This is an optimization exercise on Yosys and OpenROAD, whose aim is small area, a short achievable clock period and few clock cycles per item, not a production implementation.
Where RTL was checked, it was by simulation tests only, not by an equivalence proof against the original.

## v6
==> module pfx_addx, before the edit <==
module pfx_addx #(parameter W = 30) (
    input [W-1:0] a, b,
    input p, cin,
    output [W-1:0] s
);
    localparam L = $clog2(W + 1);
    wire [W-1:0] bx = b ^ {W{p}};
    wire [W:0] g [0:L];
    wire [W:0] pp [0:L];
    assign g[0] = {a & bx, cin};
    assign pp[0] = {a ^ bx, 1'b0};
    genvar l, i;
    generate
        for (l = 0; l < L; l = l + 1) begin : lv
            for (i = 0; i <= W; i = i + 1) begin : b
                if ((i >> l) & 1) begin
                    assign g[l+1][i] = g[l][i] | (pp[l][i] & g[l][((i >> l) << l) - 1]);
                    assign pp[l+1][i] = pp[l][i] & pp[l][((i >> l) << l) - 1];
                end else begin
                    assign g[l+1][i] = g[l][i];
                    assign pp[l+1][i] = pp[l][i];
                end
            end
        end
    endgenerate
    assign s = pp[0][W:1] ^ g[L][W-1:0];
endmodule
==> flow/config.mk <==
export PLATFORM = sky130hd
export DESIGN_NAME = reciprocal_float
export DESIGN_NICKNAME = reciprocal_float
export VERILOG_FILES = /design/flow/design.v
export SDC_FILE = /design/flow/constraint.sdc
export NUM_CORES = 4
export LEC_CHECK = 0
export CAP_MARGIN = 20
export CORE_MARGIN = 2
export CORE_UTILIZATION = 40
export SLEW_MARGIN = 20
==> flow/constraint.sdc <==
create_clock -name core_clock -period 11.0 [get_ports {clk}]
set_input_delay 2.2000 -clock core_clock [delete_from_list [all_inputs] [get_ports {clk}]]
set_output_delay 2.2000 -clock core_clock [all_outputs]
set_load 0.01 [all_outputs]
standard.sh (not shown) runs the stock make flow with config.mk's settings and CLKGATE_MAP_FILE= SYNTH_SCRIPT=/design/flow/synth_recipe.tcl, a recipe that flattens the netlist after the stock synthesis.
==> flow/flow/run.sh <==
#!/bin/bash
# The standard layout (standard.sh, unchanged synthesis), with repair_timing
# aiming below the clock period and smaller port buffers.
set -euo pipefail
bash standard.sh SETUP_SLACK_MARGIN=7.8 'BUFFER_PORTS_ARGS=-buffer_cell sky130_fd_sc_hd__buf_1' finish > standard_flow.log 2>&1
Testbench counts of v6, summed over its fixed seeds: cycles 40,000, items 1,600.
Modified inputs, v7 compared to v6
diff --git a/flow/design.v b/flow/design.v
--- a/flow/design.v
+++ b/flow/design.v
@@ -28,29 +28,49 @@
     input [W-1:0] a, b,
     input p, cin,
     output [W-1:0] s
 );
-    localparam L = $clog2(W + 1);
+    localparam N = W + 1;                
+    localparam L = $clog2(N);
     wire [W-1:0] bx = b ^ {W{p}};
-    wire [W:0] g [0:L];
-    wire [W:0] pp [0:L];
-    assign g[0] = {a & bx, cin};
-    assign pp[0] = {a ^ bx, 1'b0};
+    wire [N-1:0] g0 = {a & bx, cin};
+    wire [N-1:0] p0 = {a ^ bx, 1'b0};
+    wire [N-1:0] gu [0:L];
+    wire [N-1:0] pu [0:L];
+    assign gu[0] = g0;
+    assign pu[0] = p0;
     genvar l, i;
     generate
-        for (l = 0; l < L; l = l + 1) begin : lv
-            for (i = 0; i <= W; i = i + 1) begin : b
-                if ((i >> l) & 1) begin
-                    assign g[l+1][i] = g[l][i] | (pp[l][i] & g[l][((i >> l) << l) - 1]);
-                    assign pp[l+1][i] = pp[l][i] & pp[l][((i >> l) << l) - 1];
+        for (l = 0; l < L; l = l + 1) begin : up
+            for (i = 0; i < N; i = i + 1) begin : b
+                if ((((i + 1) % (1 << (l + 1))) == 0) && (i >= (1 << l))) begin
+                    assign gu[l+1][i] = gu[l][i] | (pu[l][i] & gu[l][i - (1 << l)]);
+                    assign pu[l+1][i] = pu[l][i] & pu[l][i - (1 << l)];
                 end else begin
-                    assign g[l+1][i] = g[l][i];
-                    assign pp[l+1][i] = pp[l][i];
+                    assign gu[l+1][i] = gu[l][i];
+                    assign pu[l+1][i] = pu[l][i];
                 end
             end
         end
     endgenerate
-    assign s = pp[0][W:1] ^ g[L][W-1:0];
+    wire [N-1:0] gd [0:L];
+    wire [N-1:0] pd [0:L];
+    assign gd[L] = gu[L];
+    assign pd[L] = pu[L];
+    generate
+        for (l = L - 1; l >= 1; l = l - 1) begin : dn
+            for (i = 0; i < N; i = i + 1) begin : b
+                if ((((i + 1) % (1 << l)) == (1 << (l - 1))) && (i + 1 > (1 << l))) begin
+                    assign gd[l][i] = gd[l+1][i] | (pd[l+1][i] & gd[l+1][i - (1 << (l - 1))]);
+                    assign pd[l][i] = pd[l+1][i] & pd[l+1][i - (1 << (l - 1))];
+                end else begin
+                    assign gd[l][i] = gd[l+1][i];
+                    assign pd[l][i] = pd[l+1][i];
+                end
+            end
+        end
+    endgenerate
+    assign s = p0[N-1:1] ^ gd[1][N-2:0];
 endmodule
 module upCounterRE #(
     parameter BIT_LENGTH = 16
 ) (
## What came out
Looking at capture point of the critical path, the out[12] result is from v7; the out[4] one comes from v6. Die extent in x (lower): v6. As far as count of final setup violators is concerned, v6 and v7 perform about the same. Delta (v7 minus v6): flip-flop and latch count did not really move, largest net degree at the start of global routing -about 3%, total area of multi-input combinational cells saw an increase. Final cell count without fillers came out higher on v7 than on v6. What v7 reported for violation count after the first detailed-route iteration has to be multiplied by 0.867 to get the figure for v6. v7: cell area is about 4% higher than what v6 reported.
No functional check of the RTL was part of v7.

---

## job 101
The RTL this note starts from:
==> flow/design.v <==
module register_param #(
    parameter BIT_LENGTH = 2048
) (
    input clk, rst,
    input load,
    input [BIT_LENGTH - 1 : 0] parIn,
    output reg [BIT_LENGTH - 1 : 0] parOut
);
    always@(posedge clk, posedge rst) begin
        if (rst == 1)
            parOut <= 0;
        else begin
            if (load == 1)
                parOut <= parIn;
        end
    end
endmodule
module adder #(
    parameter BIT_LENGTH = 32
) (
    input signed [BIT_LENGTH - 1 : 0] in1, in2,
    input mode,  
    output signed [BIT_LENGTH - 1 : 0] out
);
    assign out = (mode == 1) ? (in1 + in2) : (in1 - in2);
endmodule
module upCounterRE #(
    parameter BIT_LENGTH = 16
) (
    input clk, rst,
    input init_cnt, en_cnt,
    output reg [BIT_LENGTH - 1 : 0] count
);
    always @(posedge clk, posedge rst) begin
        if (rst == 1)
            count <= 0;
        else begin
            if (init_cnt == 1)
                count <= 0;
            else if (en_cnt == 1)
                count <= count + 1;
        end
    end
endmodule
module cordic_linear_DP #(
    parameter FLOAT_SIZE = 24,
    parameter INT_SIZE = 8
) (
    input clk, rst,
    input signed [INT_SIZE + FLOAT_SIZE - 1:0] x, y, z,
    input mode,
    input loadX, loadY, loadZ,loadMode,
    input sel_input, adder_mode,
    input init_cnt, en_cnt,
    output signed [INT_SIZE + FLOAT_SIZE - 1:0] x_out, y_out, z_out,
    output co, phi
);
    wire signed [INT_SIZE + FLOAT_SIZE - 1:0] y_in, z_in;
    wire signed [INT_SIZE + FLOAT_SIZE - 1:0] out_adder_y, out_adder_z;
    assign y_in = (sel_input == 1) ? y : out_adder_y; 
    assign z_in = (sel_input == 1) ? z : out_adder_z; 
    register_param #(.BIT_LENGTH(INT_SIZE + FLOAT_SIZE)) X_Reg(
        .clk(clk),
        .rst(rst),
        .load(loadX),
        .parIn(x),
        .parOut(x_out)
    );
    register_param #(.BIT_LENGTH(INT_SIZE + FLOAT_SIZE)) Y_Reg(
        .clk(clk),
        .rst(rst),
        .load(loadY),
        .parIn(y_in),
        .parOut(y_out)
    );
    register_param #(.BIT_LENGTH(INT_SIZE + FLOAT_SIZE)) Z_Reg(
        .clk(clk),
        .rst(rst),
        .load(loadZ),
        .parIn(z_in),
        .parOut(z_out)
    );
    wire mode_val;
    register_param #(.BIT_LENGTH(1)) M_Reg(
        .clk(clk),
        .rst(rst),
        .load(loadMode),
        .parIn(mode),
        .parOut(mode_val)
    );
    wire [$clog2(FLOAT_SIZE) : 0] iter;
    upCounterRE #(.BIT_LENGTH($clog2(FLOAT_SIZE) + 1)) Iter_Count(
        .clk(clk),
        .rst(rst),
        .init_cnt(init_cnt),
        .en_cnt(en_cnt),
        .count(iter)
    );
    assign co = (iter == (FLOAT_SIZE)) ? 1'b1 : 1'b0;
    wire signed [INT_SIZE + FLOAT_SIZE - 1:0] x_shift, one, one_shift;
    assign x_shift = x >>> iter;
    assign one = { {(INT_SIZE-1){1'b0}}, 1'b1, {(FLOAT_SIZE){1'b0}} }; 
    assign one_shift = one >>> iter;
    adder #(.BIT_LENGTH(INT_SIZE + FLOAT_SIZE)) Y_Adder(
        .in1(y_out),
        .in2(x_shift),
        .mode(adder_mode),
        .out(out_adder_y)
    );
    adder #(.BIT_LENGTH(INT_SIZE + FLOAT_SIZE)) Z_Adder(
        .in1(z_out),
        .in2(one_shift),
        .mode(~adder_mode),
        .out(out_adder_z)
    );
    wire phi_rotate, phi_vector; 
    assign phi_rotate = (z_out[INT_SIZE + FLOAT_SIZE - 1] == 1) ? 1'b0 : 1'b1;
    assign phi_vector = (y_out[INT_SIZE + FLOAT_SIZE - 1] == 1) ? 1'b1 : 1'b0;
    assign phi = (mode_val == 1) ? phi_vector : phi_rotate;
endmodule
module cordic_linear_CU (
    input clk, rst,
    input start,
    input co, phi,
    output reg loadX, loadY, loadZ,loadMode,
    output reg sel_input, adder_mode,
    output reg init_cnt, en_cnt,
    output reg done
);
    parameter [1:0] IDLE = 0, INIT = 1, CALC = 2, DONE = 3;
    reg [1:0] ps, ns;
    always @(ps, start, co) begin
        case (ps)
            IDLE: ns = (start == 1) ? INIT : IDLE;
            INIT: ns = (start == 1 ) ? INIT : CALC;
            CALC: ns = (co == 1) ? DONE : CALC;
            DONE: ns = IDLE;
            default: ns = IDLE;
        endcase
    end
    always @(ps, phi) begin
        loadX = 0;
        loadY = 0;
        loadZ = 0;
        loadMode = 0;
        sel_input = 0;
        adder_mode = 0;
        init_cnt = 0;
        en_cnt = 0;
        done = 0;
        case (ps)
            IDLE: ;
            INIT: begin
                init_cnt = 1;
                loadX = 1;
                loadY = 1;
                loadZ = 1;
                loadMode = 1;
                sel_input = 1;
            end
            CALC: begin
                adder_mode = phi;
                en_cnt = 1;
                sel_input = 0;
                loadY = 1;
                loadZ = 1;
            end 
            DONE: done = 1;
            default: ;
        endcase
    end
    always @(posedge clk or posedge rst) begin
        if (rst == 1)
            ps <= IDLE;
        else 
            ps <= ns;
    end
endmodule
module cordic_linear #(
    parameter FLOAT_SIZE = 24,
    parameter INT_SIZE = 8
) (
    input clk, rst,
    input start,
    input signed [INT_SIZE + FLOAT_SIZE - 1:0] x, y, z,
    input mode,
    output signed [INT_SIZE + FLOAT_SIZE - 1:0] x_out, y_out, z_out,
    output done
);
    wire loadX, loadY, loadZ, loadMode;
    wire sel_input, adder_mode;
    wire init_cnt, en_cnt;
    wire co, phi;
    cordic_linear_DP #(.FLOAT_SIZE(FLOAT_SIZE), .INT_SIZE(INT_SIZE)) DP (
        .clk(clk),
        .rst(rst),
        .x(x),
        .y(y),
        .z(z),
        .mode(mode),
        .loadX(loadX),
        .loadY(loadY),
        .loadZ(loadZ),
        .loadMode(loadMode),
        .sel_input(sel_input),
        .adder_mode(adder_mode),
        .init_cnt(init_cnt),
        .en_cnt(en_cnt),
        .x_out(x_out),
        .y_out(y_out),
        .z_out(z_out),
        .co(co),
        .phi(phi)
    );
    cordic_linear_CU CU (
        .clk(clk),
        .rst(rst),
        .start(start),
        .co(co),
        .phi(phi),
        .loadX(loadX),
        .loadY(loadY),
        .loadZ(loadZ),
        .loadMode(loadMode),
        .sel_input(sel_input),
        .adder_mode(adder_mode),
        .init_cnt(init_cnt),
        .en_cnt(en_cnt),
        .done(done)
    );
endmodule
module reciprocal_float_DP (
    input clk, rst,
    input [31:0] x,
    input loadE, loadM, loadS,
    input selE, start_cordic,
    output [31:0] out,
    output done_cordic, zero_flag
);
    wire [7:0] E_val, E_in;
    wire [7:0] out_sub, E_reg_in;
    assign E_in = x[30:23];
    register_param #(.BIT_LENGTH(8)) E_Reg(
        .clk(clk),
        .rst(rst),
        .load(loadE),
        .parIn(E_reg_in),
        .parOut(E_val)
    );
    wire [22:0] M_val, M_in;
    assign M_in = x[22:0];
    register_param #(.BIT_LENGTH(23)) M_Reg(
        .clk(clk),
        .rst(rst),
        .load(loadM),
        .parIn(M_in),
        .parOut(M_val)
    );
    wire S_val, S_in;
    assign S_in = x[31];
    register_param #(.BIT_LENGTH(1)) S_Reg(
        .clk(clk),
        .rst(rst),
        .load(loadS),
        .parIn(S_in),
        .parOut(S_val)
    );
    assign E_reg_in = (selE == 1) ? E_in : out_sub;
    wire frac_zero;
    assign frac_zero = ~(|M_val);
    wire cin;
    assign cin = (frac_zero == 1) ? 1'b1 : 1'b0;
    assign out_sub = $unsigned(8'd253) - $unsigned(E_val) + cin;
    localparam FLOAT_SIZE = 24;
    localparam INT_SIZE = 2;
    wire signed [INT_SIZE + FLOAT_SIZE - 1:0] x_in, z, y;
    assign y = { {(INT_SIZE-1){1'b0}}, 1'b1, {(FLOAT_SIZE){1'b0}} };  
    assign z = {(INT_SIZE + FLOAT_SIZE){1'b0}};  
    assign x_in = { 2'b01, M_val, 1'b0};
    wire mode;
    assign mode = 1'b1;  
    wire signed [INT_SIZE + FLOAT_SIZE - 1:0] x_out, y_out, z_out;
    cordic_linear #(.FLOAT_SIZE(FLOAT_SIZE), .INT_SIZE(INT_SIZE)) Cordic_core(
        .clk(clk),
        .rst(rst),
        .start(start_cordic),
        .x(x_in),
        .y(y),
        .z(z),
        .mode(mode),
        .x_out(x_out),
        .y_out(y_out),
        .z_out(z_out),
        .done(done_cordic)
    );
    assign out = {S_val, E_val, z_out[22:0] };
    wire exp_zero;
    assign exp_zero = ~(|E_val);
    assign zero_flag = exp_zero && frac_zero;
endmodule
module reciprocal_float_CU (
    input clk, rst,
    input start,
    input done_cordic, zero_input,
    output reg loadE, loadM, loadS,
    output reg selE, start_cordic,
    output reg done, zero_flag
);
    parameter [2:0] IDLE = 0, INIT = 1, EXP = 2, CALC = 3, ZERO = 4;
    reg [2:0] ps, ns;
    always @(ps, start, zero_input, done_cordic) begin
        case (ps)
            IDLE: ns = (start == 1) ? INIT : IDLE;
            INIT: ns = (start == 1) ? INIT : EXP;
            EXP: ns = (zero_input == 1) ? ZERO : CALC;
            CALC: ns = (done_cordic == 1) ? IDLE : CALC;
            ZERO: ns = IDLE; 
            default: ns = IDLE;
        endcase
    end
    always @(ps, done_cordic, zero_input) begin
        loadE = 0;
        loadM = 0;
        loadS = 0;
        selE = 0;
        start_cordic = 0;
        done = 0;
        zero_flag = 0;
        case (ps)
            IDLE: ;
            INIT: begin
                selE = 1;
                loadE = 1;
                loadM = 1;
                loadS = 1;
            end 
            EXP: begin
                loadE = 1;
                start_cordic = ~zero_input;  
            end
            CALC: done = done_cordic;
            ZERO: begin
                done = 1;
                zero_flag = 1;
            end
            default: ;
        endcase
    end
    always @(posedge clk or posedge rst) begin
        if (rst == 1)
            ps <= IDLE;
        else 
            ps <= ns;
    end
endmodule
module reciprocal_float(
    input clk, rst,
    input start,
    input [31:0] x,
    output [31:0] out,
    output done, zero_flag
);
    localparam NC = 22;          
    localparam W = 29;           
    reg busy, done_r;
    reg [4:0] cnt;
    reg [21:0] xm_r;             
    reg [W-1:0] r;
    reg s_r, zf_r, mz_r, p24_r;
    reg [7:0] e_r;
    wire [21:0] clr;
    genvar k;
    generate
        for (k = 0; k < 22; k = k + 1) begin : dec
            assign clr[k] = (cnt == k);
        end
    endgenerate
    wire [W-1:0] xm0 = {{(W-25){1'b0}}, 1'b1, xm_r, 2'b00};
    wire p0 = ~r[W-1];
    wire [W-1:0] t0;
    wire [W:0] tt0 = {r, 1'b1} + {xm0 ^ {W{p0}}, p0};
    assign t0 = tt0[W:1];
    wire [W-1:0] rn = {t0[W-2:0], p0};
    wire [23:0] y2 = 24'h800000 - {1'b0, x[22:0]};
    always @(posedge clk or posedge rst) begin
        if (rst) begin
            busy <= 1'b0;
            done_r <= 1'b0;
        end else begin
            done_r <= busy && (cnt == NC - 1);
            if (!busy)
                busy <= start;
            else if (cnt == NC - 1)
                busy <= 1'b0;
        end
    end
    always @(posedge clk) begin
        cnt <= busy ? cnt + 5'd1 : 5'd0;
        r <= busy ? rn : {{(W-26){y2[23]}}, y2, 2'b00};
        xm_r <= busy ? xm_r & ~clr : x[22:1];
        p24_r <= ~t0[W-1];
        s_r <= x[31];
        mz_r <= ~(|x[22:0]);
        zf_r <= ~(|x[30:0]);
        e_r <= ~x[30:23] - 8'd2 + {7'd0, mz_r};
    end
    assign done = done_r;
    assign zero_flag = zf_r;
    assign out = {s_r, e_r, r[20:0], p24_r, 1'b1};
endmodule
export LEC_CHECK = 0
export CAP_MARGIN = 20
export CORE_MARGIN = 2
export CORE_UTILIZATION = 40
export SETUP_SLACK_MARGIN = 5
export SLEW_MARGIN = 20
create_clock -name core_clock -period 11.0 [get_ports {clk}]
run.sh (not shown) runs the stock make flow with config.mk's settings and CLKGATE_MAP_FILE= SYNTH_SCRIPT=/design/flow/synth_recipe.tcl, a recipe that flattens the netlist after the stock synthesis.
Stock flow here: none of the scripts above is used.
diff inputs: job 101 => job 102
-- flow/design.v --
<<< job 101, line 361
    output done, zero_flag
);
    localparam NC = 22;          
    localparam W = 29;           
    reg busy, done_r;
    reg [4:0] cnt;
    reg [21:0] xm_r;             
    reg [W-1:0] r;
    reg s_r, zf_r, mz_r, p24_r;
    reg [7:0] e_r;
    wire [21:0] clr;
    genvar k;
    generate
        for (k = 0; k < 22; k = k + 1) begin : dec
            assign clr[k] = (cnt == k);
        end
    endgenerate
    wire [W-1:0] xm0 = {{(W-25){1'b0}}, 1'b1, xm_r, 2'b00};
    wire p0 = ~r[W-1];
    wire [W-1:0] t0;
    wire [W:0] tt0 = {r, 1'b1} + {xm0 ^ {W{p0}}, p0};
    assign t0 = tt0[W:1];
    wire [W-1:0] rn = {t0[W-2:0], p0};
    wire [23:0] y2 = 24'h800000 - {1'b0, x[22:0]};
    always @(posedge clk or posedge rst) begin
>>> job 102, line 361
    output done, zero_flag
);
    localparam NC = 11;          
    localparam W = 29;           
    reg busy, done_r;
    reg [3:0] cnt;
    reg [21:0] xm_r;             
    reg [W-1:0] r;
    reg s_r, zf_r, mz_r, p24_r;
    reg [7:0] e_r;
    wire [21:0] clr_a, clr_b;    
    genvar k;
    generate
        for (k = 0; k < 22; k = k + 1) begin : dec
            if (k % 2 == 0) begin
                assign clr_a[k] = (cnt == k / 2);
                assign clr_b[k] = 1'b0;
            end else begin
                assign clr_a[k] = 1'b0;
                assign clr_b[k] = (cnt == k / 2);
            end
        end
    endgenerate
    wire [W-1:0] xm0 = {{(W-25){1'b0}}, 1'b1, xm_r, 2'b00};
    wire [W-1:0] xm1 = {{(W-25){1'b0}}, 1'b1, xm_r & ~clr_a, 2'b00};
    wire p0 = ~r[W-1];
    wire [W-1:0] t0;
    wire [W:0] tt0 = {r, 1'b1} + {xm0 ^ {W{p0}}, p0};
    assign t0 = tt0[W:1];
    wire [W-1:0] r1 = {t0[W-2:0], p0};
    wire p1 = ~r1[W-1];
    wire [W-1:0] t1;
    wire [W:0] tt1 = {r1, 1'b1} + {xm1 ^ {W{p1}}, p1};
    assign t1 = tt1[W:1];
    wire [W-1:0] r2 = {t1[W-2:0], p1};
    wire [23:0] y2 = 24'h800000 - {1'b0, x[22:0]};
    always @(posedge clk or posedge rst) begin
<<< job 101, line 396
    end
    always @(posedge clk) begin
        cnt <= busy ? cnt + 5'd1 : 5'd0;
        r <= busy ? rn : {{(W-26){y2[23]}}, y2, 2'b00};
        xm_r <= busy ? xm_r & ~clr : x[22:1];
        p24_r <= ~t0[W-1];
        s_r <= x[31];
        mz_r <= ~(|x[22:0]);
        zf_r <= ~(|x[30:0]);
        e_r <= ~x[30:23] - 8'd2 + {7'd0, mz_r};
>>> job 102, line 408
    end
    always @(posedge clk) begin
        cnt <= busy ? cnt + 4'd1 : 4'd0;
        r <= busy ? r2 : {{(W-26){y2[23]}}, y2, 2'b00};
        xm_r <= busy ? xm_r & ~clr_a & ~clr_b : x[22:1];
        p24_r <= ~t1[W-1];
        mz_r <= ~(|x[22:0]);
        s_r <= x[31];
        zf_r <= ~(|x[30:0]);
        e_r <= ~x[30:23] - 8'd2 + {7'd0, mz_r};
Every run (job 101 and job 102) finished clean.
Final critical-path share of the clock period: job 102 vs job 101 up 9.1 points
Final area | job 102 above job 101
Job 102 vs. job 101: sequential cell count fell 1.4%; area occupied by multi-input gates increased 44%; setup slack decreased 1000 ps.
Job 102 gives more area share of and/or/nand/nor cells after synthesis than job 101 did.
Job 101 ended up with r[25] as its end point of the critical path; job 102 ended up with r[24].
Compared with job 101, job 102 instantiates a larger number of standard cells.
No functional check of the RTL was part of any run of this note.

re-timing with driven ports:
Ports are ideal in the flow. The routed layouts listed here were re-timed in OpenROAD.
Step 1 sets driving cells, clkbuf_16 on the clock port and buf_2 on the other inputs (assumed; they add their load-dependent delay and slew).
Step 2, shift: input delay + t, output delay - t, t = (earliest + latest rising clock arrival at the registers) / 2. This alone moves slack from input paths to output paths.
Slacks: ideal ports / drivers / drivers and shift; pairs: ideal ports / drivers.
run	shift t [ns]	slack for setup (ns)	hold WS [ns]	clock arrival spread, ns	cell pins on the clock port's net
v6	0.379	7.872 / 7.842 / 7.546	0.448 / 0.448 / 0.448	0.007 / 0.007	1
v7	0.378	7.857 / 7.821 / 7.557	0.475 / 0.475 / 0.475	0.003 / 0.003	1
job 101	0.390	6.468 / 6.477 / 6.087	0.468 / 0.468 / 0.468	0.006 / 0.006	1
job 102	0.387	5.471 / 5.471 / 5.368	0.448 / 0.448 / 0.448	0.007 / 0.007	1
After both steps every run listed still meets setup and hold. The setup slack of job 101, which loses most, moves by +0.009 ns with the drivers and by -0.381 ns with both steps.
